Context: an optimization exercise on an open-source flow, tuned for small area and a short achievable clock period. The choices shown serve that exercise and are no tape-out recipe. The RTL was checked by simulation tests, not by an equivalence proof against the original design. Power is estimated from default activity; no workload was simulated.

==> flow/design.v (outline; a module is shown in full before it is edited, if it fits) <==
// module eq_streaming: 1069 lines
module eq_streaming #(
	parameter integer C_S_AXI_DATA_WIDTH = 32
)
(
    input aclk,
    input aresetn,
    input [C_S_AXI_DATA_WIDTH-1:0] D_READY,
    input [C_S_AXI_DATA_WIDTH-1:0] FFT_PTNS,
    input [C_S_AXI_DATA_WIDTH-1:0] FFT_BKTS,
    input [C_S_AXI_DATA_WIDTH-1:0] my_reg0,
    input [C_S_AXI_DATA_WIDTH-1:0] my_reg1,
    input [C_S_AXI_DATA_WIDTH-1:0] my_reg2,
    input [C_S_AXI_DATA_WIDTH-1:0] my_reg3,
    input [C_S_AXI_DATA_WIDTH-1:0] my_reg4,
    input [C_S_AXI_DATA_WIDTH-1:0] my_reg5,
    input [C_S_AXI_DATA_WIDTH-1:0] my_reg6,
    input [C_S_AXI_DATA_WIDTH-1:0] my_reg7,
    input [C_S_AXI_DATA_WIDTH-1:0] my_reg8,
    input [C_S_AXI_DATA_WIDTH-1:0] my_reg9,
    input [C_S_AXI_DATA_WIDTH-1:0] my_reg10,
    input [C_S_AXI_DATA_WIDTH-1:0] my_reg11,
    input [C_S_AXI_DATA_WIDTH-1:0] my_reg12,
    input [C_S_AXI_DATA_WIDTH-1:0] s_axis_data,
    output reg s_axis_ready,
    input s_axis_valid,
    output reg [C_S_AXI_DATA_WIDTH-1:0] m_axis_data,
    input m_axis_ready,
    output reg m_axis_valid
);
  // ...
==> flow/flow/run.sh <==
#!/bin/bash
set -euo pipefail
MARGIN=$(cat flow/margin.txt)
bash standard.sh SETUP_SLACK_MARGIN=$MARGIN \
  "BUFFER_PORTS_ARGS=-buffer_cell sky130_fd_sc_hd__buf_1" finish > make_finish.log 2>&1
==> flow/flow/margin.txt <==
7
==> flow/standard.sh <==
#!/bin/bash
# synth_recipe.tcl (not shown) runs the flow's synth.tcl, then flattens the netlist and writes it again
# the make line also repeats each setting of config.mk as NAME=value (left out here)
make -C /OpenROAD-flow-scripts/flow DESIGN_CONFIG=/design/flow/config.mk WORK_HOME=/design/flow/orfs CLKGATE_MAP_FILE= SYNTH_SCRIPT=/design/flow/synth_recipe.tcl "${@:-finish}"
==> flow/config.mk <==
export PLATFORM = sky130hd
export DESIGN_NAME = eq_streaming
export DESIGN_NICKNAME = eq_streaming
export VERILOG_FILES = /design/flow/design.v
export SDC_FILE = /design/flow/constraint.sdc
export NUM_CORES = 4
export LEC_CHECK = 0
export CAP_MARGIN = 20
export CORE_MARGIN = 2
export CORE_UTILIZATION = 45
export PLACE_DENSITY = 0.6
export SLEW_MARGIN = 20
==> flow/constraint.sdc <==
create_clock -name core_clock -period 10.0 [get_ports {aclk}]
set_input_delay 2.0000 -clock core_clock [delete_from_list [all_inputs] [get_ports {aclk}]]
set_output_delay 2.0000 -clock core_clock [all_outputs]
set_load 0.01 [all_outputs]
==> qor.txt, run 1 <==
Status: no timing/DRC/antenna violations
Hold Path Stages: 1
Vias per cell: 5.872
Levels on crit path: 7
Hold_buf cts: 0
Worst setup EP type: flop
Worst hold path type: reg2reg
Met2 usage: 48.86%
Crit Path Class: in2reg
CP peak stage delay: 0.43 ns
Final min period: 3.041 ns
Top flop regs: m_axis_data: 32 flops, g: 24 flops, rem: 17 flops
Multi-input combinational area share: 59.50%
Critical Path AT: 3.44 ns
Fin crit share: 30.41%
Lkg Pwr: 0.009484 µW
Hold EP: r1$_SDFF_PN0_
Final Hold Fails: 0
CTS clk-pin slew, worst paths: 0.06 ns
Comb pwr: 3800 µW
DRC Markers: 0
Wire per inst: 24.92 µm
Post-Synth XOR/XNOR Area: 13.51%
DRT Pass-1 Iters: 6
Non-Filler Instances: 3,144
Multi-input logic area: 0.01441 mm²
Worst r2r path cells: 10
Synth warnings: 1
==> run 2: changes to the inputs <==
==> flow/flow/margin.txt (replaced) <==
7.4
==> run 2 against run 1 <==
Against the previous run:
- total power rose by 15%
- via count rose by 7.8%
- worst hold slack improved by 0.0027 ns
- core utilization rose by 8.6 points
- non-clock buffer count rose by 152
- sequential power barely moved
- critical path type unchanged
- largest cell class unchanged
==> qor.txt, run 2 <==
Most frequent cells in the layout: buf_1, a22oi_1, inv_1 (was buf_1, a22oi_1, xnor2_1)
Post-synth ARST share: 0% (unchanged)
Inserted Clock Buffers: 28 (unchanged)
# IOs: 582 (unchanged)
First-pass GRT wire length: 125.3 mm (was 115.3 mm)
Rows: 78 (unchanged)
Sequential area share after synthesis: 24.26% (unchanged)
Max-cap violations: 0 (unchanged)
CP peak stage delay: 0.53 ns (was 0.43 ns)
Lkg Pwr: 0.01083 µW (was 0.009484 µW)
Max reg flops: 32 (unchanged)
Clock skew: 0.01834 ns (was 0.03185 ns)
Worst setup EP type: flop (unchanged)
Status: no timing/DRC/antenna violations (unchanged)
Mapped Cells: 2,238 (unchanged)
Met3 wire length: 10.77 mm (was 7.931 mm)
Commonest non-fill, non-tap cell in the layout: buf_1 (unchanged)
Detailed Place HPWL: 58.97 mm (was 59.00 mm)
Syn Nets: 3,071 (unchanged)
Synth warnings: 1 (unchanged)
Slew @ Worst Pin: 0.6671 ns (was 0.9594 ns)
GRT Residual Overflow: 0 (unchanged)
Crit-path cells: buf_1 > a221oi_4 > o211ai_1 > a221oi_2 > o21ai_1 (was buf_1 > a22oi_1 > o21ai_1 > a221oi_2 > o211ai_1 > a221oi_2 > o21ai_1)
Fin. max-slew vios: 0 (unchanged)
Rel. slew slack: 55.33% (was 35.76%)
Vias: 19,900 (was 18,460)
FMAX: 0.3298 GHz (was 0.3288 GHz)
CP startpoint kind: input port (unchanged)
Final min period: 3.032 ns (was 3.041 ns)
Initial antenna violation count: 12 (was 16)
Syn Std Cell Area: 0.02067 mm² (unchanged)
Nets@finish: 3,502 (was 3,349)
Count leader, synth: a22oi_1 (unchanged)
Root Driver: clkbuf_16 (unchanged)
WP data required: 10.44 ns (was 10.40 ns)
Top sig layer: met5 (unchanged)
Die H: 218.3 µm (unchanged)
ANT nets after route: 0 (unchanged)
Netlist cell types: 66 (unchanged)
Crit Path Class: in2reg (unchanged)
Initial Util: 45.56% (unchanged)
Vias in the first global route: 19,730 (was 18,410)
Vias per cell: 6.037 (was 5.872)
CTS max path bufs: 3 (unchanged)
Post-Route Setup TNS: 0 ns (unchanged)
Clock latency (worst-skew pair): 0.58 ns (about the same)
Gpl congestion: 1.034 (was 1.022)
Worst path top cell family by delay: compound AO/OA/AOI/OAI gates (unchanged)
Post-synth EDFFs: 17 (unchanged)
Top flop regs: m_axis_data: 32 flops, g: 24 flops, rem: 17 flops (unchanged)
Setup-failing EPs final: 0 (unchanged)
Syn avg cell area: 9.238 µm² (unchanged)
CTS clk-pin slew, worst paths: 0.06 ns (about the same)
DRT Pass-1 Iters: 8 (was 6)
Crit path buffers/inverters: 1 (unchanged)
Port bufs: 402 (unchanged)
Fin crit share: 30.32% (was 30.41%)
Cell area power density: 258.4 mW/mm² (was 261.7 mW/mm²)
Worst hold path type: reg2reg (unchanged)
#FFs+latches synth: 242 (unchanged)
DRT iter0 DRCs: 2,119 (was 1,740)
Peak VDD IR: 0.1647 mV (was 0.1593 mV)
Pin count of the biggest net entering global routing: 60 (unchanged)
GRT Util Overall: 35.54% (was 32.33%)
Hold_buf cts: 0 (unchanged)
RSZ-0062 raised after global routing: true (unchanged)
Area of the die: 0.04767 mm² (unchanged)
Biggest register: m_axis_data (unchanged)
Area delta synth->final: 36.08% (was 17.11%)
DRT met1 WL: 33.22 mm (was 31.77 mm)
Area leader, netlist: dfxtp_1 (unchanged)
Finished Core Util: 61.99% (was 53.35%)
Synth top area share: 21.79% (unchanged)
Final Hold Fails: 0 (unchanged)
Die W: 218.3 µm (unchanged)
Share of layout cells above drive strength 1: 29.87% (was 11.62%)
Ys flop type: dfxtp_1 (unchanged)
CTS tree: done (unchanged)
Commonest cells in the synthesized netlist: a22oi_1, dfxtp_1, fa_1 (unchanged)
CP max FO: 1 (unchanged)
Core area: 0.04538 mm² (unchanged)
Critical Path AT: 3.47 ns (was 3.44 ns)
Wire per inst: 26.77 µm (was 24.92 µm)
Synth top area cells: dfxtp_1, fa_1, a22oi_1, xnor2_1, ha_1 (unchanged)
DRC Markers: 0 (unchanged)
Clk sinks: 242 (unchanged)
CP max-delay cell: a221oi_4 (was o211ai_1)
WL met2: 38.66 mm (was 33.99 mm)
DRT Wirelength: 88.25 mm (was 78.34 mm)
Clock H-tree levels: 1 (unchanged)
## run 2: cell counts after synthesis
No cell type changed its count.
## run 2: logic make-up (layout without fill, tap and decap cells)
family	count (synthesis)	after routing	share of synthesized area [%]
AOI/OAI and AO/OA	641	642	22.28
buffers and inverters	377	826	7.184
and+or+nand+nor	353	353	8.104
xor gates and xnor gates	319	319	13.51
adders and majority gates	285	285	23.49
DFF	242	242	24.26
muxes	21	21	1.162
other	0	8	0
## run 2: cell type report
| class | instances | area [µm²] |
|---|---|---|
| Inverter | 168 | 638.1 |
| Clock buffer | 37 | 795.8 |
| Clock inverter | 12 | 118.9 |
| Sequential cell | 242 | 5249 |
| Antenna cell | 8 | 20.02 |
| Timing Repair Buffer | 609 | 4353 |
| Multi-Input combinational cell | 1620 | 16210 |
| Tap cell | 600 | 750.7 |
| Fill cell | 3747 | 17250 |
## run 2: worst register-to-register path: stages (launching register included)
cell and delay (ns):
dfxtp_2 0.32, fa_1 0.56, ha_2 0.20, inv_2 0.04, fa_2 0.36, nor2b_4 0.13
o21ai_2 0.07, a21boi_2 0.25, o2111ai_4 0.17, a31oi_4 0.23, mux2i_1 0.21, nand2_1 0.06
## run 2: per-stage QoR
| stage | area (µm²) | cells | hold slack, ns | setup slack, ns | power, µW |
|---|---|---|---|---|---|
| after floorplan | 21420 | 2238 | 0.4119 | 6.829 | 4156 |
| after global placement | 22700 | 3070 | 0.4125 | 5.918 | 5079 |
| after detailed placement | 22710 | 3071 | 0.4205 | 5.956 | 5154 |
| after CTS | 26590 | 3237 | 0.4348 | 6.957 | 6753 |
| after global routing | 28120 | 3289 | 0.4487 | 6.948 | 7825 |
| final | 28130 | 3296 | 0.4374 | 6.968 | 7269 |
## run 2: repair_timing
item	in CTS	in global routing
buffers inserted	104	48
pin swaps	120	193
hold endpoints to repair	0	0
endpoints found under the setup margin	213	134
gates resized for setup	457	227
gates cloned	13	3
## run 2: worst paths after layout
kind / from / end / slack [ns] / cells past startpoint
worst min-delay path: r0$_SDFF_PN0_ / r1$_SDFF_PN0_ / 0.44 / 1
worst max-delay path: my_reg9[7] / g[7]$_DFF_P_ / 6.97 / 5
worst min register to register: r0$_SDFF_PN0_ / r1$_SDFF_PN0_ / 0.44 / 1
worst max register to register: im_q8_2$_DFF_P_ / m_axis_data[28]$_SDFFE_PN0P_ / 7.27 / 11
## run 2: per-layer routing
| metal | vias to the layer above | global-route usage (%) |
|---|---|---|
| li1 | 8722 | - |
| met3 | 253 | 12.16 |
| met1 | 9595 | 44.07 |
| met4 | 4 | 19.02 |
| met5 | - | 0 |
| met2 | 1324 | 54.34 |
## run 2: power by group
part           total, µW  switching [µW]  internal [µW]
registers           1480             208           1270
logic               4770            2530           2230
clock network       1030             422            606
total               7270            3160           4110
==> run 3: changes to the inputs <==
==> flow/flow/margin.txt (replaced) <==
7
--- a/flow/config.mk
+++ b/flow/config.mk
@@ -12 +12,2 @@
 export SLEW_MARGIN = 20
+export TNS_END_PERCENT = 10
==> run 3 against run 2 <==
Against the previous run:
- sequential cell count unchanged
- cell area down 15%
- core utilization down 9.5 points
- clock power up 4%
- synthesized area unchanged
- global-route usage down 3.5 points
- via count down 7.3%
- clock skew up 0.0010 ns
- worst setup slack worse by 0.13 ns
- highest routed layer unchanged
==> qor.txt, run 3 <==
Status: no timing/DRC/antenna violations (unchanged)
CP startpoint kind: input port (unchanged)
DRT Wirelength: 78.92 mm (was 88.25 mm)
Die H: 218.3 µm (unchanged)
DRC Markers: 0 (unchanged)
Startpoint of the worst register-to-register path: g[5]$_DFF_P_ (was im_q8_2$_DFF_P_)
Fin. max-slew vios: 0 (unchanged)
CP peak stage delay: 0.56 ns (was 0.53 ns)
Rows: 78 (unchanged)
Clk sinks: 242 (unchanged)
DRT Pass-1 Iters: 6 (was 8)
Synth top area cells: dfxtp_1, fa_1, a22oi_1, xnor2_1, ha_1 (unchanged)
Inserted Clock Buffers: 28 (unchanged)
Commonest non-fill, non-tap cell in the layout: buf_1 (unchanged)
Internal power consumption: 3528 µW (was 4106 µW)
GRT Residual Overflow: 0 (unchanged)
Sw Share: 43.79% (was 43.52%)
Vias in the first global route: 18,010 (was 19,730)
Sw power: 2748 µW (was 3164 µW)
GRT Util Overall: 32.04% (was 35.54%)
Sequential area share after synthesis: 24.26% (unchanged)
Multi-input logic area: 0.01433 mm² (was 0.01621 mm²)
Rel. slew slack: 37.45% (was 55.33%)
Syn Std Cell Area: 0.02067 mm² (unchanged)
Share of layout cells above drive strength 1: 8.264% (was 29.87%)
Vias: 18,440 (was 19,900)
Commonest cells in the synthesized netlist: a22oi_1, dfxtp_1, fa_1 (unchanged)
Final Hold Fails: 0 (unchanged)
DRT iter0 DRCs: 1,885 (was 2,119)
Area leader, netlist: dfxtp_1 (unchanged)
Top flop regs: m_axis_data: 32 flops, g: 24 flops, rem: 17 flops (unchanged)
Cell area power density: 263.3 mW/mm² (was 258.4 mW/mm²)
Biggest register: m_axis_data (unchanged)
First-pass GRT wire length: 114.0 mm (was 125.3 mm)
#FFs+latches synth: 242 (unchanged)
Hold EP: r1$_SDFF_PN0_ (unchanged)
Fill count: 4,350 (was 3,747)
Worst r2r path cells: 7 (was 11)
Worst path top cell family by delay: compound AO/OA/AOI/OAI gates (unchanged)
Initial antenna violation count: 25 (was 12)
Crit-path cells: buf_1 > a22oi_1 > o21ai_0 > a221oi_1 > o211ai_1 > a221oi_2 > o21ai_1 (was buf_1 > a221oi_4 > o211ai_1 > a221oi_2 > o21ai_1)
Pin count of the biggest net entering global routing: 60 (unchanged)
Hold_sp: r0$_SDFF_PN0_ (unchanged)
Count leader, synth: a22oi_1 (unchanged)
Reg-to-reg critical path endpoint: im_c8$_DFF_P_ (was m_axis_data[28]$_SDFFE_PN0P_)
Syn avg cell area: 9.238 µm² (unchanged)
CP max FO: 1 (unchanged)
Peak VDD IR: 0.1814 mV (was 0.1647 mV)
Netlist cell types: 66 (unchanged)
Setup-failing EPs final: 0 (unchanged)
Syn Nets: 3,071 (unchanged)
Post-synthesis compound-gate area fraction: 22.28% (unchanged)
FMAX: 0.3158 GHz (was 0.3298 GHz)
Synth warnings: 1 (unchanged)
Clock latency (worst-skew pair): 0.57 ns (was 0.58 ns)
Largest family of logic cells by synthesized area: adder cells (unchanged)
CTS clk-pin slew, worst paths: 0.06 ns (about the same)
Area delta synth->final: 15.32% (was 36.08%)
Area of the die: 0.04767 mm² (unchanged)
Max reg flops: 32 (unchanged)
Post-synth EDFFs: 17 (unchanged)
WP data required: 10.42 ns (was 10.44 ns)
CTS max path bufs: 3 (unchanged)
CP max-delay cell: a221oi_1 (was a221oi_4)
R2r setup slk: 6.94 ns (was 7.27 ns)
Mux share of post-synthesis cell area: 1.162% (unchanged)
ANT nets after route: 0 (unchanged)
Worst hold path type: reg2reg (unchanged)
Crit Path Class: in2reg (unchanged)
Ys flop type: dfxtp_1 (unchanged)
Port bufs: 402 (unchanged)
Finished Core Util: 52.53% (was 61.99%)
Post-Synth XOR/XNOR Area: 13.51% (unchanged)
Final total power: 6276 µW (was 7269 µW)
Synth Area in Adders: 23.49% (unchanged)
Nets@finish: 3,340 (was 3,502)
Detailed Place HPWL: 59.15 mm (was 58.97 mm)
Critical Path AT: 3.59 ns (was 3.47 ns)
Lkg Pwr: 0.009247 µW (was 0.01083 µW)
Design Area, Final: 0.02384 mm² (was 0.02813 mm²)
CTS tree: done (unchanged)
Wire per inst: 25.12 µm (was 26.77 µm)
Most frequent cells in the layout: buf_1, a22oi_1, dfxtp_1 (was buf_1, a22oi_1, inv_1)
Clock skew: 0.01937 ns (was 0.01834 ns)
RSZ-0062 raised after global routing: true (unchanged)
Synth top area share: 21.79% (unchanged)
# IOs: 582 (unchanged)
Mapped Cells: 2,238 (unchanged)
Worst setup EP type: flop (unchanged)
Max-cap violations: 0 (unchanged)
Slew @ Worst Pin: 0.9370 ns (was 0.6671 ns)
Combinational Power Share: 58.8% (was 65.6%)
Post-Route Setup TNS: 0 ns (unchanged)
Vias per cell: 5.870 (was 6.037)
Crit path buffers/inverters: 1 (unchanged)
Dpl cell area: 0.02238 mm² (was 0.02271 mm²)
Post-synth ARST share: 0% (unchanged)
Gpl congestion: 1.063 (was 1.034)
Core area: 0.04538 mm² (unchanged)
Initial Util: 45.56% (unchanged)
Fin crit share: 31.67% (was 30.32%)
Clock H-tree levels: 1 (unchanged)
Register Area: 0.005125 mm² (was 0.005249 mm²)
Final min period: 3.167 ns (was 3.032 ns)
Clock Power Share: 17.0% (was 14.1%)
Root Driver: clkbuf_16 (unchanged)
Hold_buf cts: 0 (unchanged)
Hold Path Stages: 1 (unchanged)
Seq pwr share: 24.2% (was 20.3%)
Die W: 218.3 µm (unchanged)
Post-Synth Simple-Gate Area: 8.104% (unchanged)
run 3: how the worst max path moves through the flow:
stage                 startpoint                 end  slack, ns  cells after the start
3_3_place_gp             aresetn    rem[5]$_DFFE_PP_       6.05                      5
5_1_grt              my_reg12[1]        g[1]$_DFF_P_       6.83                      7
2_1_floorplan       s_axis_valid  n[11]$_SDFFE_PN0P_       6.80                      7
3_5_place_dp             aresetn   rem[11]$_DFFE_PP_       5.99                      5
4_1_cts        im_one[1]$_DFF_P_       im_c8$_DFF_P_       6.72                      9
6_report             my_reg12[8]        g[8]$_DFF_P_       6.83                      7
run 3: power by group through the flow:
stage                     clock network [µW]  logic (µW)  registers (µW)
after CTS                               1090        3600            1510
after floorplan                            0        2690            1390
after global placement                     0        3500            1520
final                                   1070        3690            1520
after global routing                    1120        4170            1540
after detailed placement                   0        3570            1530
run 3: cell families (layout without fill, tap and decap cells):
family | after synthesis | count (layout)
xor+xnor | 319 | 319
compound gates | 641 | 641
mux | 21 | 21
fa+ha+maj | 285 | 285
buf+inv | 377 | 668
other cells | 0 | 13
simple gates | 353 | 353
flops | 242 | 242
run 3: cell type report:
cell class,count,share of cell area (%)
repair buffers,448,8.465
clock inverters,8,0.4356
flip-flops and latches,242,21.50
diodes,13,0.1365
multi-input cells,1619,60.10
inverters,168,2.645
well taps,600,3.149
clock buffers,44,3.574
run 3: through the flow:
step | worst slack [ns] | hold slack [ns] | instances
after floorplan | 6.805 | 0.4119 | 2238
after global placement | 6.047 | 0.4149 | 3067
after detailed placement | 5.991 | 0.4261 | 3067
after CTS | 6.716 | 0.4404 | 3119
after global routing | 6.829 | 0.4708 | 3131
final | 6.833 | 0.4352 | 3142
run 3: layer usage:
metal | vias to the layer above | GRT usage, % | part of all wire [%]
met5 | - | 0 | 0.098
met3 | 115 | 9.408 | 11
met4 | 12 | 15.40 | 5.3
li1 | 8374 | - | -
met1 | 8926 | 41.12 | 40
met2 | 1017 | 49.31 | 44
run 3: worst register-to-register path, stage by stage (launching register included):
cell     delay [ns]
dfxtp_4        0.63
a22oi_1        0.24
xnor2_1        0.22
fa_1           0.49
fa_1           0.50
ha_1           0.31
nand2_1        0.05
o21ai_0        0.46
run 3: what timing repair did:
item,in CTS,in global routing
buffers inserted,0,6
pin swaps,2,10
resized for setup,10,101
endpoints found under the setup margin,144,161
gates cloned,0,4
==> run 4: changes to the inputs <==
==> flow/flow/run.sh (replaced) <==
#!/bin/bash
set -euo pipefail
MARGIN=$(cat flow/margin.txt)
bash standard.sh SETUP_SLACK_MARGIN=$MARGIN finish > make_finish.log 2>&1
--- a/flow/config.mk
+++ b/flow/config.mk
@@ -12,2 +12 @@
 export SLEW_MARGIN = 20
-export TNS_END_PERCENT = 10
==> run 4 against run 3 <==
Against the previous run:
- cell count grew 0.16%
- global-route usage grew 0.32 points
- worst setup slack gained 0.13 ns
- core utilization grew 6.9 points
- via count grew 0.61%
- clock-buffer cell count shrank 6
- sequential power is essentially flat
- synthesized cell count is the same
- largest cell class unchanged
==> qor.txt, run 4 <==
Syn avg cell area: 9.238 µm² (unchanged)
Final min period: 3.033 ns (was 3.167 ns)
Met3 wire length: 8.059 mm (was 8.772 mm)
RSZ-0062 raised after global routing: true (unchanged)
CP peak stage delay: 0.62 ns (was 0.56 ns)
Clock skew: 0.01771 ns (was 0.01937 ns)
Max-cap violations: 0 (unchanged)
Post-Route Setup TNS: 0 ns (unchanged)
Core area: 0.04538 mm² (unchanged)
Fin crit share: 30.33% (was 31.67%)
Syn Nets: 3,071 (unchanged)
Clock H-tree levels: 1 (unchanged)
Top flop regs: m_axis_data: 32 flops, g: 24 flops, rem: 17 flops (unchanged)
Commonest non-fill, non-tap cell in the layout: a22oi_1 (was buf_1)
Initial Util: 45.56% (unchanged)
Critical Path AT: 3.45 ns (was 3.59 ns)
Clock latency (worst-skew pair): 0.58 ns (was 0.57 ns)
Finished Core Util: 59.44% (was 52.53%)
CP max FO: 1 (unchanged)
Synth warnings: 1 (unchanged)
Detailed Place HPWL: 59.57 mm (was 59.15 mm)
Dpl cells: 3,067 (unchanged)
Pin count of the biggest net entering global routing: 58 (was 60)
Ys flop type: dfxtp_1 (unchanged)
WL met2: 35.25 mm (was 34.63 mm)
CTS clk-pin slew, worst paths: 0.06 ns (about the same)
#FFs+latches synth: 242 (unchanged)
Worst r2r path cells: 7 (unchanged)
DRT iter0 DRCs: 1,866 (was 1,885)
Most frequent cells in the layout: a22oi_1, clkdlybuf4s50_1, xnor2_1 (was buf_1, a22oi_1, dfxtp_1)
Worst hold path type: reg2reg (unchanged)
Worst setup EP type: flop (unchanged)
Post-synth ARST share: 0% (unchanged)
Area leader, netlist: dfxtp_1 (unchanged)
GRT Residual Overflow: 0 (unchanged)
Post-synth EDFFs: 17 (unchanged)
Multi-input logic area: 0.01476 mm² (was 0.01433 mm²)
Inserted Clock Buffers: 28 (unchanged)
WP data required: 10.42 ns (about the same)
Non-Filler Instances: 3,147 (was 3,142)
Fill count: 4,056 (was 4,350)
Wire per inst: 25.36 µm (was 25.12 µm)
Share of layout cells above drive strength 1: 13.99% (was 8.264%)
CP max-delay cell: clkdlybuf4s50_1 (was a221oi_1)
First-pass GRT wire length: 115.7 mm (was 114.0 mm)
DRT Wirelength: 79.80 mm (was 78.92 mm)
Peak VDD IR: 0.1995 mV (was 0.1814 mV)
GRT Util Overall: 32.36% (was 32.04%)
CTS tree: done (unchanged)
Vias per cell: 5.897 (was 5.870)
Cell area power density: 242.4 mW/mm² (was 263.3 mW/mm²)
Setup-failing EPs final: 0 (unchanged)
Slew @ Worst Pin: 0.9532 ns (was 0.9370 ns)
Dpl cell area: 0.02490 mm² (was 0.02238 mm²)
CTS max path bufs: 3 (unchanged)
DRT met1 WL: 32.12 mm (was 31.24 mm)
Vias in the first global route: 18,360 (was 18,010)
Design Area, Final: 0.02697 mm² (was 0.02384 mm²)
Die H: 218.3 µm (unchanged)
Synth top area share: 21.79% (unchanged)
Commonest cells in the synthesized netlist: a22oi_1, dfxtp_1, fa_1 (unchanged)
Vias: 18,560 (was 18,440)
Die W: 218.3 µm (unchanged)
Area delta synth->final: 30.47% (was 15.32%)
Final total power: 6537 µW (was 6276 µW)
Mapped Cells: 2,238 (unchanged)
Status: no timing/DRC/antenna violations (unchanged)
Crit Path Class: in2reg (unchanged)
Max reg flops: 32 (unchanged)
Top sig layer: met5 (unchanged)
Sequential area share after synthesis: 24.26% (unchanged)
Crit-path most repeated cell: a221oi_2
Nets@finish: 3,348 (was 3,340)
FMAX: 0.3297 GHz (was 0.3158 GHz)
Hold Path Stages: 1 (unchanged)
Clk sinks: 242 (unchanged)
Gpl congestion: 1.006 (was 1.063)
Final Hold Fails: 0 (unchanged)
Rel. slew slack: 36.36% (was 37.45%)
Port bufs: 402 (unchanged)
Count leader, synth: a22oi_1 (unchanged)
Synth top area cells: dfxtp_1, fa_1, a22oi_1, xnor2_1, ha_1 (unchanged)
CP startpoint kind: input port (unchanged)
Biggest register: m_axis_data (unchanged)
# IOs: 582 (unchanged)
Fin. max-slew vios: 0 (unchanged)
Syn Std Cell Area: 0.02067 mm² (unchanged)
Netlist cell types: 66 (unchanged)
Register Area: 0.005174 mm² (was 0.005125 mm²)
Initial antenna violation count: 20 (was 25)
Root Driver: clkbuf_16 (unchanged)
Rows: 78 (unchanged)
Area of the die: 0.04767 mm² (unchanged)
Crit-path cells: clkdlybuf4s50_1 > a221oi_2 > o211ai_1 > a221oi_2 > o21ai_1 (was buf_1 > a22oi_1 > o21ai_0 > a221oi_1 > o211ai_1 > a221oi_2 > o21ai_1)
ANT nets after route: 0 (unchanged)
DRT Pass-1 Iters: 6 (unchanged)
DRC Markers: 0 (unchanged)
Lkg Pwr: 0.01098 µW (was 0.009247 µW)
-- run 4: cell types whose count changed in the layout (fill, tap and decap cells not counted), moves of 10 or more --
| cell | before | now |
|---|---|---|
| a22oi_2 | 0 | 21 |
| dlygate4sd2_1 | 0 | 27 |
| o21ai_2 | 0 | 21 |
| dlymetal6s2s_1 | 0 | 39 |
| dfxtp_1 | 185 | 152 |
| buf_1 | 401 | 0 |
| buf_4 | 28 | 38 |
| buf_6 | 10 | 42 |
| a221oi_4 | 0 | 10 |
| o21ai_0 | 74 | 48 |
| a221oi_1 | 18 | 1 |
| clkdlybuf4s50_1 | 0 | 291 |
| a22oi_1 | 326 | 305 |
| dfxtp_2 | 16 | 46 |
-- run 4: per-layer routing --
metal  vias up  track usage [%]
met3       159            7.098
li1       8392                -
met5         -                0
met4        18            15.56
met1      9045            43.22
met2       943            49.60
-- run 4: stage by stage --
stage                     hold slack [ns]  worst slack, ns
after floorplan                    0.4119            6.829
after global placement             0.4136            5.849
after detailed placement           0.4333            5.828
after CTS                          0.4492            6.919
after global routing               0.4619            6.955
final                              0.4460            6.967
-- run 4: path summary, 6_finish.rpt --
path                       from                to  slack (ns)
setup reg to reg   g[9]$_DFF_P_  re_q18_2$_DFF_P_        7.12
hold / removal    v0$_SDFF_PN0_     v1$_SDFF_PN0_        0.45
setup / recovery    my_reg9[11]     g[11]$_DFF_P_        6.97
hold reg to reg   v0$_SDFF_PN0_     v1$_SDFF_PN0_        0.45
-- run 4: logic make-up after synthesis --
| logic type | share of synthesized area, % |
|---|---|
| compound gates | 22.28 |
| buf+inv | 7.184 |
| simple gates | 8.104 |
| xor+xnor | 13.51 |
| fa+ha+maj | 23.49 |
| flops | 24.26 |
| mux | 1.162 |
-- run 4: cell type report --
class / count / share of cell area [%]
Antenna cell: 10 / 0.09277
Multi-Input combinational cell: 1619 / 54.74
Tap cell: 600 / 2.783
Timing Repair Buffer: 456 / 17.31
Inverter: 168 / 2.338
Clock buffer: 38 / 3.117
Clock inverter: 14 / 0.4453
Sequential cell: 242 / 19.18
-- run 4: critical path: cells and delay by family --
| kind | cells | cell delay (ns) |
|---|---|---|
| AOI/OAI and AO/OA | 4 | 0.83 |
| buffers and inverters | 1 | 0.62 |
-- run 4: repair_timing --
item	CTS	global route
setup buffers	2	13
pin swaps	40	69
resized for setup	361	143
cloned	2	1
hold buffers	0	0
endpoints found under the setup margin	149	92
-- run 4: report_power, final --
group	internal [µW]	total [µW]	switching [µW]
combinational	1820	3950	2140
sequential	1260	1510	250
clock	616	1070	453
total	3700	6540	2840

-- static timing again, ports no longer ideal --
The results above use ideal ports. As a check the final layouts listed here were re-extracted and re-timed, cells and wires unchanged.
Step 1: set_driving_cell puts a clkbuf_16 on aclk and a buf_2 on each other input, an assumption about the parent block.
Step 2 adds t to the input delays and takes it off the output delays; t is the mean of the earliest and latest rising clock arrival at the registers after step 1. Input paths then give back, and output paths get back, about the clock's delay inside the block.
a / b / c = no drivers / after step 1 / after step 2; a / b = the first two.
run	shift t [ns]	slack for setup (ns)	worst setup path at the end
run 1	0.613	6.959 / 6.920 / 6.366	input to register
run 2	0.621	6.968 / 6.921 / 6.369	input to register
run 3	0.605	6.833 / 6.850 / 6.244	input to register
run 4	0.618	6.967 / 6.932 / 6.368	input to register
After both steps setup and hold are still met in every run listed.
